Background: an optimization exercise with open tools, aiming at small area. Do not read the settings as production practice.
The RTL was checked by simulation tests, not by an equivalence proof against the original design.
Power is estimated from default activity; no workload was simulated.

==> build 6 <==
==> flow/design.v <==
`timescale 1ns / 10ps
module memory(
    input clk_100M,
    input reset,
    input rst,
    input str,
    input [7:0] sw,
    input debug,
    input entr,
    input bld,
    output [3:0] an,
    output reg [6:0] seg,
    output [15:0] led,
    output out,
    output o_shutdown_n,
    output o_gain,
    output o_connect_n
    );
    assign o_shutdown_n = 1'b1;
    assign o_connect_n = 1'b1;
    assign o_gain = 1'b1;
    assign an = 4'b1110;
    localparam [14:0] PAUSE1 = 15'b011100101011111;
    localparam [14:0] PAUSE2 = 15'b001001101110101;
    localparam [14:0] PAUSE3 = 15'b101111000110110;
    localparam [14:0] PAUSE4 = 15'b011010100010001;
    localparam [14:0] PAUSE5 = 15'b000011101110000;
    localparam [13:0] WIN_TIME = 14'b01011100101011;
    reg [9:0] counter;
    always @(posedge clk_100M) begin
        if (reset || (&counter[9:5] && &counter[2:0]))
            counter <= 0;
        else
            counter <= counter + 1'b1;
    end
    reg [3:0] db, c1, c2;
    always @(posedge clk_100M) begin
        if (reset) begin
            db <= 0;
            c1 <= 0;
            c2 <= 0;
        end
        else if (counter[0]) begin
            db <= {bld, entr, str, rst};
            c1 <= db;
            c2 <= c1;
        end
    end
    wire [3:0] cl = c1 & ~c2;
    wire rst_clean = cl[0];
    wire str_clean = cl[1];
    wire entr_clean = cl[2];
    wire bld_clean = cl[3];
    reg drawn;
    reg [7:0] sd;
    always @(posedge clk_100M) begin
        if (reset) begin
            drawn <= 0;
            sd <= 0;
        end
        else if (str_clean || rst_clean) begin
            drawn <= 1;
            sd <= counter[7:0];
        end
    end
    wire [2:0] ix1 = {sd[4]^sd[1], sd[3]^sd[0], sd[2]^sd[7]};
    wire [2:0] ix2 = {sd[7]^sd[4], sd[6]^sd[3], sd[5]^sd[2]};
    wire [2:0] ix3 = {sd[5]^sd[3], sd[7]^sd[5], sd[6]^sd[4]};
    wire [2:0] ix4 = {sd[4]^sd[2], sd[3]^sd[1], sd[2]^sd[0]};
    wire [2:0] ix5 = {sd[7]^sd[5], sd[6]^sd[4], sd[5]^sd[3]};
    wire sw_oh = (sw != 8'd0) && ((sw & (sw - 8'd1)) == 8'd0);
    wire [3:0] sw_code = {sw_oh, sw[7] | sw[6] | sw[5] | sw[4],
                                 sw[7] | sw[6] | sw[3] | sw[2],
                                 sw[7] | sw[5] | sw[3] | sw[1]};
    wire [3:0] q1 = {drawn, ix1};
    wire [3:0] q2 = {drawn, ix2};
    wire [3:0] q3 = {drawn, ix3};
    wire [3:0] q4 = {drawn, ix4};
    wire [3:0] q5 = {drawn, ix5};
    reg [3:0] a1;                        
    reg [3:0] b0, b1, b2, b3, b4;        
    reg [3:0] bld_cnt;
    always @(posedge clk_100M) begin
        if (reset) begin
            b0 <= 0;
            b1 <= 0;
            b2 <= 0;
            b3 <= 0;
            b4 <= 0;
        end
        else
            case (bld_cnt)
                4'd1: b0 <= sw_code;
                4'd3: b1 <= sw_code;
                4'd5: b2 <= sw_code;
                4'd7: b3 <= sw_code;
                4'd9: b4 <= sw_code;
            endcase
    end
    wire m1 = (a1 == q1);
    wire e0 = (b0 == q1);
    wire e1 = (b1 == q2);
    wire e2 = (b2 == q3);
    wire e3 = (b3 == q4);
    wire e4 = (b4 == q5);
    wire m2 = e0 & e1;
    wire m3 = m2 & e2;
    wire m4 = m3 & e3;
    wire m5 = m4 & e4;
    reg [2:0] level, seg_lvl;
    reg [14:0] pc;
    reg [13:0] wc;
    reg enable, win_enable;
    reg [5:1] en;
    reg led_on, led_win, ss_valid;
    reg [2:0] idx;
    wire [14:0] pc_nx = {pc[13:0], ~(pc[14] ^ pc[13])};
    wire [13:0] wc_nx = {wc[12:0], ~(wc[13] ^ wc[4] ^ wc[2] ^ wc[0])};
    always @(*) begin
        case (seg_lvl)
            3'b001: seg = 7'b1001111;
            3'b010: seg = 7'b0010010;
            3'b011: seg = 7'b0000110;
            3'b100: seg = 7'b1001100;
            default: seg = 7'b0100100;
        endcase
    end
    reg [7:0] led_lo;
    always @(*) begin
        led_lo = 8'd0;
        led_lo[idx] = led_on;
        led_lo = led_lo | {8{led_win}};
    end
    assign led = {{8{led_win}}, led_lo};
    wire [5:1] hit = {pc == PAUSE5, pc == PAUSE4, pc == PAUSE3, pc == PAUSE2, pc == PAUSE1};
    wire [4:1] hi = {en[5], |en[5:4], |en[5:3], |en[5:2]};    
    wire [5:1] sel = {hit[4:1] & hi[4:1], 1'b0};              
    wire pw = |sel;
    wire pclr = |(hit & en & ~{1'b0, hi});                    
    wire en_s = |(hit[4:1] & en[5:2]);
    wire en_c = |(hit & en & ~{1'b0, en[5:2]});
    wire we = win_enable && wc == WIN_TIME;
    wire ent = entr_clean | rst_clean;
    wire lv1 = level == 3'd1;
    wire lv5 = level == 3'd5;
    wire ew = ent & (lv5 ? ~m5 : ~rst_clean);                 
    wire wst = ent & lv5 & m5;                                
    reg mL;
    always @(*) begin
        case (level)
            3'd2: mL = m2;
            3'd3: mL = m3;
            default: mL = m4;
        endcase
    end
    always @(posedge clk_100M) begin
        if (reset) begin
            level <= 1;
            seg_lvl <= 1;
            pc <= 0;
            enable <= 0;
            en <= 0;
            led_on <= 0;
            led_win <= 0;
            ss_valid <= 0;
            idx <= 0;
            wc <= 0;
            win_enable <= 0;
            a1 <= 0;
            bld_cnt <= 0;
        end
        else begin
            seg_lvl <= level;
            pc <= (pclr || en == 5'd0) ? 15'd0 : pc_nx;
            wc <= (win_enable && !we) ? wc_nx : 14'd0;
            win_enable <= wst | (win_enable & ~we);
            en <= (en & ~hit) | ({5{ew}} & {lv5, level == 3'd4, level == 3'd3, level == 3'd2, lv1});
            ss_valid <= ss_valid | ((ew | pw) & drawn);
            if (ew | en_s)
                enable <= 1;
            else if (en_c)
                enable <= 0;
            if (ew)
                idx <= ix1;
            else if (sel[2])
                idx <= ix2;
            else if (sel[3])
                idx <= ix3;
            else if (sel[4])
                idx <= ix4;
            else if (sel[5])
                idx <= ix5;
            if (wst) begin
                led_on <= 0; led_win <= 1;
            end
            else if (ew) begin
                led_on <= drawn; led_win <= 0;
            end
            else if (we) begin
                led_on <= 0; led_win <= 0;
            end
            else if (pw) begin
                led_on <= drawn; led_win <= 0;
            end
            else if (pclr) begin
                led_on <= 0; led_win <= 0;
            end
            if (ent) begin
                if (lv1)
                    level <= (m1 && !rst_clean) ? 3'd2 : 3'd1;
                else if (!lv5 && rst_clean)
                    level <= 1;
                else if (!lv5 && mL)
                    level <= level + 1'b1;
                else if (we)
                    level <= 1;
            end
            else if (we)
                level <= 1;
            if (ent)
                bld_cnt <= 1;
            else if (bld_clean && !lv1)
                bld_cnt <= bld_cnt + 1'b1;
            if (bld_clean && lv1)
                a1 <= sw_code;
        end
    end
    reg [6:0] tlim;      
    always @(*) begin
        case (idx)
            3'd0: tlim = 7'd117;
            3'd1: tlim = 7'd104;
            3'd2: tlim = 7'd93;
            3'd3: tlim = 7'd82;
            3'd4: tlim = 7'd73;
            3'd5: tlim = 7'd65;
            3'd6: tlim = 7'd58;
            default: tlim = 7'd51;
        endcase
    end
    reg [6:0] t;
    reg tg, gb, dclk;
    always @(posedge clk_100M) begin
        if (tg)
            t <= 7'd2;
        else
            t <= t + 1'b1;
        gb <= !tg && t >= tlim;
        if (reset) begin
            tg <= 1;
            dclk <= 0;
        end
        else begin
            tg <= !ss_valid || (!tg && gb);
            if (tg)
                dclk <= ~dclk;
        end
    end
    assign out = enable & dclk;
endmodule
==> flow/flow/run.sh <==
#!/bin/bash
# Layout flow: the standard flow (standard.sh) with two changes:
#  - synthesis maps with an area-oriented ABC script (abc_area.script here)
#    in place of ORFS's; everything else in synthesis is the standard flow's script
#  - port buffers are sky130_fd_sc_hd__buf_1
# Each tool's output goes to a log file of its own in the work folder.
set -euo pipefail
cd "$(dirname "$0")/.."
W=$(pwd)
{
  echo 'proc abc {args} {'
  echo '  set i [lsearch -exact $args -script]'
  echo "  if {\$i >= 0} { lset args [expr {\$i + 1}] $W/flow/abc_area.script }"
  echo '  yosys abc {*}$args'
  echo '}'
  cat "$W/synth_recipe.tcl"
} > "$W/synth_area.tcl"
VARS=("SYNTH_SCRIPT=$W/synth_area.tcl" "BUFFER_PORTS_ARGS=-buffer_cell sky130_fd_sc_hd__buf_1")
bash standard.sh "${VARS[@]}" synth > "$W/log_synth.txt" 2>&1
bash standard.sh "${VARS[@]}" finish > "$W/log_layout.txt" 2>&1
==> flow/flow/abc_area.script <==
strash
&get -n
&deepsyn -T 60
&put
dch -f
map -a
topo
==> flow/standard.sh <==
#!/bin/bash
# synth_recipe.tcl (not shown) runs the flow's synth.tcl, then flattens the netlist and writes it again
# the make line also repeats each setting of config.mk as NAME=value (left out here)
make -C /OpenROAD-flow-scripts/flow DESIGN_CONFIG=/design/flow/config.mk WORK_HOME=/design/flow/orfs CLKGATE_MAP_FILE= SYNTH_SCRIPT=/design/flow/synth_recipe.tcl "${@:-finish}"
==> flow/config.mk <==
export PLATFORM = sky130hd
export DESIGN_NAME = memory
export DESIGN_NICKNAME = memory
export VERILOG_FILES = /design/flow/design.v
export SDC_FILE = /design/flow/constraint.sdc
export NUM_CORES = 4
export LEC_CHECK = 0
export CAP_MARGIN = 20
export CORE_MARGIN = 2
export CORE_UTILIZATION = 40
export CTS_BUF_LIST = sky130_fd_sc_hd__clkbuf_4 sky130_fd_sc_hd__clkbuf_8
export CTS_CLUSTER_DIAMETER = 200
export CTS_CLUSTER_SIZE = 40
export SLEW_MARGIN = 20
==> flow/constraint.sdc <==
create_clock -name core_clock -period 10.0 [get_ports {clk_100M}]
set_input_delay 2.0000 -clock core_clock [delete_from_list [all_inputs] [get_ports {clk_100M}]]
set_output_delay 2.0000 -clock core_clock [all_outputs]
set_load 0.01 [all_outputs]
==> inputs of trial 75, as changes to build 6 <==
==> flow/flow/run.sh (replaced) <==
#!/bin/bash
# Layout flow: the standard flow (standard.sh) with these changes:
#  - synthesis: ABC maps with the area-oriented script abc_area.script (in
#    this folder) in place of ORFS's, and ORFS's adder extraction is off
#    (ADDER_MAP_FILE empty); everything else is the standard flow's synthesis script
#  - port buffers are sky130_fd_sc_hd__buf_1
#  - clock tree: larger sink clusters (CTS_ARGS below)
# Each tool's output goes to a log file of its own in the work folder.
set -euo pipefail
cd "$(dirname "$0")/.."
W=$(pwd)
{
  echo 'proc abc {args} {'
  echo '  set i [lsearch -exact $args -script]'
  echo "  if {\$i >= 0} { lset args [expr {\$i + 1}] $W/flow/abc_area.script }"
  echo '  yosys abc {*}$args'
  echo '}'
  cat "$W/synth_recipe.tcl"
} > "$W/synth_area.tcl"
VARS=("SYNTH_SCRIPT=$W/synth_area.tcl" "ADDER_MAP_FILE="
      "BUFFER_PORTS_ARGS=-buffer_cell sky130_fd_sc_hd__buf_1"
      "CTS_ARGS=-sink_clustering_enable -repair_clock_nets -sink_clustering_size 30 -sink_clustering_max_diameter 150 -sink_buffer_max_cap_derate 1.0 -buf_list sky130_fd_sc_hd__clkbuf_8")
bash standard.sh "${VARS[@]}" synth > "$W/log_synth.txt" 2>&1
bash standard.sh "${VARS[@]}" finish > "$W/log_layout.txt" 2>&1
==> flow/flow/abc_area.script (replaced) <==
strash
&get -n
&deepsyn -T 60
&put
dch -f
amap
topo
--- a/flow/config.mk
+++ b/flow/config.mk
@@ -9,6 +9,4 @@
 export CORE_MARGIN = 2
 export CORE_UTILIZATION = 40
-export CTS_BUF_LIST = sky130_fd_sc_hd__clkbuf_4 sky130_fd_sc_hd__clkbuf_8
-export CTS_CLUSTER_DIAMETER = 200
-export CTS_CLUSTER_SIZE = 40
+export GPL_TIMING_DRIVEN = 0
 export SLEW_MARGIN = 20
==> inputs of trial 45, as changes to build 6 <==
--- a/flow/config.mk
+++ b/flow/config.mk
@@ -9,6 +9,3 @@
 export CORE_MARGIN = 2
 export CORE_UTILIZATION = 40
-export CTS_BUF_LIST = sky130_fd_sc_hd__clkbuf_4 sky130_fd_sc_hd__clkbuf_8
-export CTS_CLUSTER_DIAMETER = 200
-export CTS_CLUSTER_SIZE = 40
 export SLEW_MARGIN = 20
==> comparison table <==
Layout cell share with drive strength beyond 1: trial 75 6.73%; build 6 5.91%; trial 45 5.65%
Maximum achievable frequency: trial 75 242 MHz; build 6 230 MHz; trial 45 231 MHz
Placed instance count: trial 75 798; build 6 904; trial 45 904
Power dissipated in the clock network: trial 75 465 uW; build 6 435 uW; trial 45 593 uW
Max-slew headroom: trial 75 31.3%; build 6 34.8%; trial 45 37.2%
Total internal power: trial 75 770 uW; build 6 736 uW; trial 45 876 uW
Switching power: trial 75 224 uW; build 6 217 uW; trial 45 235 uW
Arrival @ worst endpoint: trial 75 4.42 ns; build 6 2.35 ns; trial 45 2.33 ns
Reg2Reg Launch Point: trial 75 drawn; build 6 idx[0]; trial 45 idx[0]
Area of the core region: trial 75 12,000 um^2; build 6 13,200 um^2; trial 45 13,200 um^2
Type of element capturing the critical path: trial 75 register; build 6 output pin; trial 45 output pin
Result of the run: trial 75 complete, no violations; build 6 complete, no violations; trial 45 complete, no violations
Global-route met1 utilization: trial 75 22.2%; build 6 22.8%; trial 45 22.7%
Die Height: trial 75 114 um; build 6 120 um; trial 45 120 um
Data required time of the critical path: trial 75 10.28 ns; build 6 8.00 ns; trial 45 8.00 ns
Non-clock inverters: trial 75 114; build 6 117; trial 45 117
NonClk Buf Share: trial 75 4.58%; build 6 2.73%; trial 45 2.65%

==> static timing again, ports no longer ideal <==
The results above use ideal ports. As a check the final layouts listed here were re-extracted and re-timed, cells and wires unchanged.
Step 1 sets driving cells, clkbuf_16 on the clock port and buf_2 on the other inputs (assumed; they add their load-dependent delay and slew).
Step 2 moves the port delays by t, midway between the first and last clock arrival at a register: inputs arrive t later, outputs are due t later. That takes back most of the time a late clock gives input paths.
a / b / c = ideal / step 1 / step 2; a / b = the first two.
run | t, ns | setup WS [ns] | worst register clock-pin slew, ns
build 6 | 0.457 | 5.650 / 5.614 / 5.826 | 0.07 / 0.07
trial 75 | 0.468 | 5.861 / 5.861 / 5.393 | 0.07 / 0.07
trial 45 | 0.438 | 5.672 / 5.631 / 5.848 | 0.05 / 0.05
After both steps every run listed still meets setup and hold. The setup slack of trial 75, which loses most, moves by 0.000 ns with the drivers and by -0.468 ns with both steps.
